Context: an optimization exercise on an open-source flow, tuned for small area and a short achievable clock period. The choices shown serve that exercise and are no tape-out recipe. Where RTL was checked, it was by simulation tests only, not by an equivalence proof against the original. Power and IR drop assume default switching activity.

==> inputs of v9 <==
Design FIFO, start of the top module:
module FIFO (clk,rst,en,wdata,wr_rd,rdata,valid,full,empty);
==> module FIFO, before the edit <==
module FIFO (clk,rst,en,wdata,wr_rd,rdata,valid,full,empty);
  input clk;
  input rst;
  input en;
  input wr_rd;
  input [7:0] wdata;
  output reg [7:0] rdata;
  output valid;
  output reg full;
  output reg empty;
  reg [7:0] mem[0:127];
  reg [6:0] wp;
  reg [6:0] rp;
  wire wr = en & wr_rd & ~full;
  wire rd = en & ~wr_rd & ~empty;
  assign valid = en & ~wr_rd;
  always @(posedge clk)
    if (wr) mem[wp] <= wdata;
  always @(posedge clk) begin
    if (rst) begin
      wp    <= 7'd0;
      rp    <= 7'd0;
      full  <= 1'b0;
      empty <= 1'b1;
      rdata <= 8'd0;
    end else if (wr) begin
      wp    <= wp + 7'd1;
      empty <= 1'b0;
      full  <= (wp + 7'd1 == rp);
    end else if (rd) begin
      rp    <= rp + 7'd1;
      full  <= 1'b0;
      empty <= (rp + 7'd1 == wp);
      rdata <= mem[rp];
    end
  end
endmodule
export LEC_CHECK = 0
export CAP_MARGIN = 20
export CORE_MARGIN = 2
export CORE_UTILIZATION = 40
export SETUP_SLACK_MARGIN = 1.6
export SLEW_MARGIN = 20
create_clock -name core_clock -period 3.5 [get_ports {clk}]
run.sh (not shown) runs the stock make flow with config.mk's settings and CLKGATE_MAP_FILE= SYNTH_SCRIPT=/design/flow/synth_recipe.tcl, a recipe that flattens the netlist after the stock synthesis.
==> inputs of v25, as changes to v9 <==
==> flow/design.v (replaced) <==
module FIFO (clk,rst,en,wdata,wr_rd,rdata,valid,full,empty);
  input clk;
  input rst;
  input en;
  input wr_rd;
  input [7:0] wdata;
  output reg [7:0] rdata;
  output valid;
  output reg full;
  output reg empty;
  reg [7:0] mem[0:127];
  reg [7:0]  lo;    
  reg [15:0] hi;    
  wire wr = en & wr_rd & ~full;
  wire rd = en & ~wr_rd & ~empty;
  assign valid = en & ~wr_rd;
  integer i;
  always @(posedge clk) begin
    if (wr) begin
      mem[0] <= wdata;
      for (i = 1; i < 128; i = i + 1) mem[i] <= mem[i-1];
    end
  end
  reg [7:0] grp[0:15];
  reg [7:0] q;
  integer g, k;
  always @* begin
    for (g = 0; g < 16; g = g + 1) begin
      grp[g] = 8'd0;
      for (k = 0; k < 8; k = k + 1)
        grp[g] = grp[g] | (mem[8*g+k] & {8{lo[k]}});
    end
    q = 8'd0;
    for (g = 0; g < 16; g = g + 1)
      q = q | (grp[g] & {8{hi[g]}});
  end
  always @(posedge clk) begin
    if (rst) begin
      lo    <= 8'h80;
      hi    <= 16'h8000;
      full  <= 1'b0;
      empty <= 1'b1;
      rdata <= 8'd0;
    end else if (wr) begin
      lo    <= {lo[6:0], lo[7]};
      if (lo[7]) hi <= {hi[14:0], hi[15]};
      empty <= 1'b0;
      full  <= lo[6] & hi[15];
    end else if (rd) begin
      lo    <= {lo[0], lo[7:1]};
      if (lo[0]) hi <= {hi[0], hi[15:1]};
      full  <= 1'b0;
      empty <= lo[0] & hi[0];
      rdata <= q;
    end
  end
endmodule
==> inputs of v24, as changes to v9 <==
==> flow/design.v (replaced) <==
module FIFO (clk,rst,en,wdata,wr_rd,rdata,valid,full,empty);
  input clk;
  input rst;
  input en;
  input wr_rd;
  input [7:0] wdata;
  output reg [7:0] rdata;
  output valid;
  output reg full;
  output reg empty;
  reg [7:0] mem[0:127];
  reg [7:0]  lo[0:7];   
  reg [15:0] hi;        
  reg  [7:0] fullc;    
  wire wr = en & wr_rd & ~full;
  wire [7:0] wrb = {8{en & wr_rd}} & ~fullc;   
  wire rd = en & ~wr_rd & ~empty;
  assign valid = en & ~wr_rd;
  integer i, b;
  always @(posedge clk) begin
    for (b = 0; b < 8; b = b + 1)
      if (wrb[b]) begin
        mem[0][b] <= wdata[b];
        for (i = 1; i < 128; i = i + 1) mem[i][b] <= mem[i-1][b];
      end
  end
  reg [7:0] grp[0:15];
  reg [7:0] q;
  integer g, k;
  always @* begin
    for (g = 0; g < 16; g = g + 1) begin
      grp[g] = 8'd0;
      for (k = 0; k < 8; k = k + 1)
        grp[g] = grp[g] | (mem[8*g+k] & {lo[7][k], lo[6][k], lo[5][k], lo[4][k], lo[3][k], lo[2][k], lo[1][k], lo[0][k]});
    end
    q = 8'd0;
    for (g = 0; g < 16; g = g + 1)
      q = q | (grp[g] & {8{hi[g]}});
  end
  integer c;
  always @(posedge clk) begin
    if (rst) begin
      for (c = 0; c < 8; c = c + 1) lo[c] <= 8'h80;
      hi    <= 16'h8000;
      full  <= 1'b0;
      fullc <= 8'd0;
      empty <= 1'b1;
      rdata <= 8'd0;
    end else if (wr) begin
      for (c = 0; c < 8; c = c + 1) lo[c] <= {lo[c][6:0], lo[c][7]};
      if (lo[0][7]) hi <= {hi[14:0], hi[15]};
      empty <= 1'b0;
      full  <= lo[0][6] & hi[15];
      for (c = 0; c < 8; c = c + 1) fullc[c] <= lo[c][6] & hi[15];
    end else if (rd) begin
      for (c = 0; c < 8; c = c + 1) lo[c] <= {lo[c][0], lo[c][7:1]};
      if (lo[0][0]) hi <= {hi[0], hi[15:1]};
      full  <= 1'b0;
      fullc <= 8'd0;
      empty <= lo[0][0] & hi[0];
      rdata <= q;
    end
  end
endmodule
==> flow/flow/run.sh (new file) <==
#!/bin/bash
set -euo pipefail
export CTS_ARGS="-sink_clustering_enable -repair_clock_nets -dont_use_dummy_load -sink_clustering_size 24 -sink_clustering_max_diameter 80"
export IO_CONSTRAINTS="$(pwd)/flow/io.tcl"
bash standard.sh finish > standard_flow.log 2>&1
==> flow/flow/io.tcl (new file) <==
set_io_pin_constraint -pin_names {clk} -region left:115-140
==> flow/standard.sh (new file) <==
#!/bin/bash
# synth_recipe.tcl (not shown) runs the flow's synth.tcl, then flattens the netlist and writes it again
# the make line also repeats each setting of config.mk as NAME=value (left out here)
make -C /OpenROAD-flow-scripts/flow DESIGN_CONFIG=/design/flow/config.mk WORK_HOME=/design/flow/orfs CLKGATE_MAP_FILE= SYNTH_SCRIPT=/design/flow/synth_recipe.tcl "${@:-finish}"
Settings changed: CORE_UTILIZATION 40 to 65, SETUP_SLACK_MARGIN 1.6 to 1.7.
removed: flow/run.sh
==> inputs of v33, as changes to v9 <==
==> flow/design.v (replaced) <==
module FIFO (clk,rst,en,wdata,wr_rd,rdata,valid,full,empty);
  input clk;
  input rst;
  input en;
  input wr_rd;
  input [7:0] wdata;
  output reg [7:0] rdata;
  output valid;
  output reg full;
  output reg empty;
  reg [7:0] mem[0:127];
  reg [7:0]  lo[0:7];   
  reg [3:0]  hb;        
  wire [15:0] hi = 16'd1 << hb;   
  reg  [7:0] fullc;    
  wire wr = en & wr_rd & ~full;
  wire [7:0] wrb = {8{en & wr_rd}} & ~fullc;   
  wire rd = en & ~wr_rd & ~empty;
  assign valid = en & ~wr_rd;
  integer i, b;
  always @(posedge clk) begin
    for (b = 0; b < 8; b = b + 1)
      if (wrb[b]) begin
        mem[0][b] <= wdata[b];
        for (i = 1; i < 128; i = i + 1) mem[i][b] <= mem[i-1][b];
      end
  end
  reg [7:0] grp[0:15];
  reg [7:0] q;
  integer g, k;
  always @* begin
    for (g = 0; g < 16; g = g + 1) begin
      grp[g] = 8'd0;
      for (k = 0; k < 8; k = k + 1)
        grp[g] = grp[g] | (mem[8*g+k] & {lo[7][k], lo[6][k], lo[5][k], lo[4][k], lo[3][k], lo[2][k], lo[1][k], lo[0][k]});
    end
    q = 8'd0;
    for (g = 0; g < 16; g = g + 1)
      q = q | (grp[g] & {8{hi[g]}});
  end
  integer c;
  always @(posedge clk) begin
    if (rst) begin
      for (c = 0; c < 8; c = c + 1) lo[c] <= 8'h80;
      hb    <= 4'd15;
      full  <= 1'b0;
      fullc <= 8'd0;
      empty <= 1'b1;
      rdata <= 8'd0;
    end else if (wr) begin
      for (c = 0; c < 8; c = c + 1) lo[c] <= {lo[c][6:0], lo[c][7]};
      if (lo[0][7]) hb <= hb + 4'd1;
      empty <= 1'b0;
      full  <= lo[0][6] & hi[15];
      for (c = 0; c < 8; c = c + 1) fullc[c] <= lo[c][6] & hi[15];
    end else if (rd) begin
      for (c = 0; c < 8; c = c + 1) lo[c] <= {lo[c][0], lo[c][7:1]};
      if (lo[0][0]) hb <= hb - 4'd1;
      full  <= 1'b0;
      fullc <= 8'd0;
      empty <= lo[0][0] & hi[0];
      rdata <= q;
    end
  end
endmodule
==> flow/flow/run.sh (new file) <==
#!/bin/bash
set -euo pipefail
export CTS_ARGS="-sink_clustering_enable -repair_clock_nets -dont_use_dummy_load -sink_clustering_size 24 -sink_clustering_max_diameter 80"
export IO_CONSTRAINTS="$(pwd)/flow/io.tcl"
bash standard.sh finish > standard_flow.log 2>&1
==> flow/flow/io.tcl (new file) <==
set_io_pin_constraint -pin_names {clk} -region left:115-140
==> flow/standard.sh (new file) <==
#!/bin/bash
# synth_recipe.tcl (not shown) runs the flow's synth.tcl, then flattens the netlist and writes it again
# the make line also repeats each setting of config.mk as NAME=value (left out here)
make -C /OpenROAD-flow-scripts/flow DESIGN_CONFIG=/design/flow/config.mk WORK_HOME=/design/flow/orfs CLKGATE_MAP_FILE= SYNTH_SCRIPT=/design/flow/synth_recipe.tcl "${@:-finish}"
Settings changed: CORE_UTILIZATION 40 to 65, SETUP_SLACK_MARGIN 1.6 to 1.7.
removed: flow/run.sh
==> run notes <==
- Against v24, the cell area of v25 is larger by 3.5%.
- Final cell count: v33 is smaller than v24 (4.4%).
- Of v25 and v24, v24 has the higher synthesized area (gap 6.0%, measured against v24).
- Against v25, the fmax of v9 is lower by 19%.
==> figures <==
metric	v33	v25	v24	v9
Synthesized area per cell	17.9 sq um	18.6 sq um	17.4 sq um	19.4 sq um
TritonCTS Buffers	52	103	52	106
Result of the run	no timing/DRC/antenna violations	no timing/DRC/antenna violations	no timing/DRC/antenna violations	no timing/DRC/antenna violations
HP Start	mem[30][2]	mem[99][2]	mem[93][1]	wdata[4]
Sequential area share after synthesis	81.0%	82.1%	80.3%	75.8%
Power, Total	22.7 mW	27.7 mW	23.0 mW	25.4 mW
Maximum resistive drop on vdd	0.489 mV	0.384 mV	0.403 mV	0.367 mV
Slowest-stage cell, CP	or4b_4	inv_1	dfxtp_4	mux4_2
First-pass DRT Iterations	5	6	6	6
CP Data Required Time	4.07 ns	4.06 ns	2.80 ns	4.05 ns
The RTL of v9 and v33 was laid out without a check of its function.

re-timing with driven ports:
In the flow no input, the clock included, has a driving cell. The finished layouts below were timed again as built, in two steps. Step 1 (the two cells are an assumption about what drives the block):
set clk [get_ports {clk}]
set_driving_cell -lib_cell sky130_fd_sc_hd__clkbuf_16 $clk
set_driving_cell -lib_cell sky130_fd_sc_hd__buf_2 [delete_from_list [all_inputs] $clk]
Step 2 times the ports against the registers' clock, not the clock port: input delays grow and output delays shrink by t, the midpoint of the rising clock arrivals with the driver on. a / b / c = ideal ports / drivers / drivers and shift; a / b = the first two.
| run | shift t [ns] | setup WS [ns] | worst hold slack (ns) |
|---|---|---|---|
| v9 | 0.744 | 0.976 / 0.976 / 0.775 | 0.455 / 0.409 / 0.539 |
| v25 | 0.730 | 1.464 / 1.464 / 1.114 | 0.441 / 0.441 / 0.441 |
| v24 | 0.663 | 1.646 / 1.495 / 1.008 | 0.442 / 0.442 / 0.442 |
| v33 | 0.661 | 1.566 / 1.566 / 1.120 | 0.422 / 0.422 / 0.422 |
After both steps every run listed still meets setup and hold. For v24, which loses most, drivers alone change the setup slack by -0.151 ns; drivers and shift together by -0.638 ns.
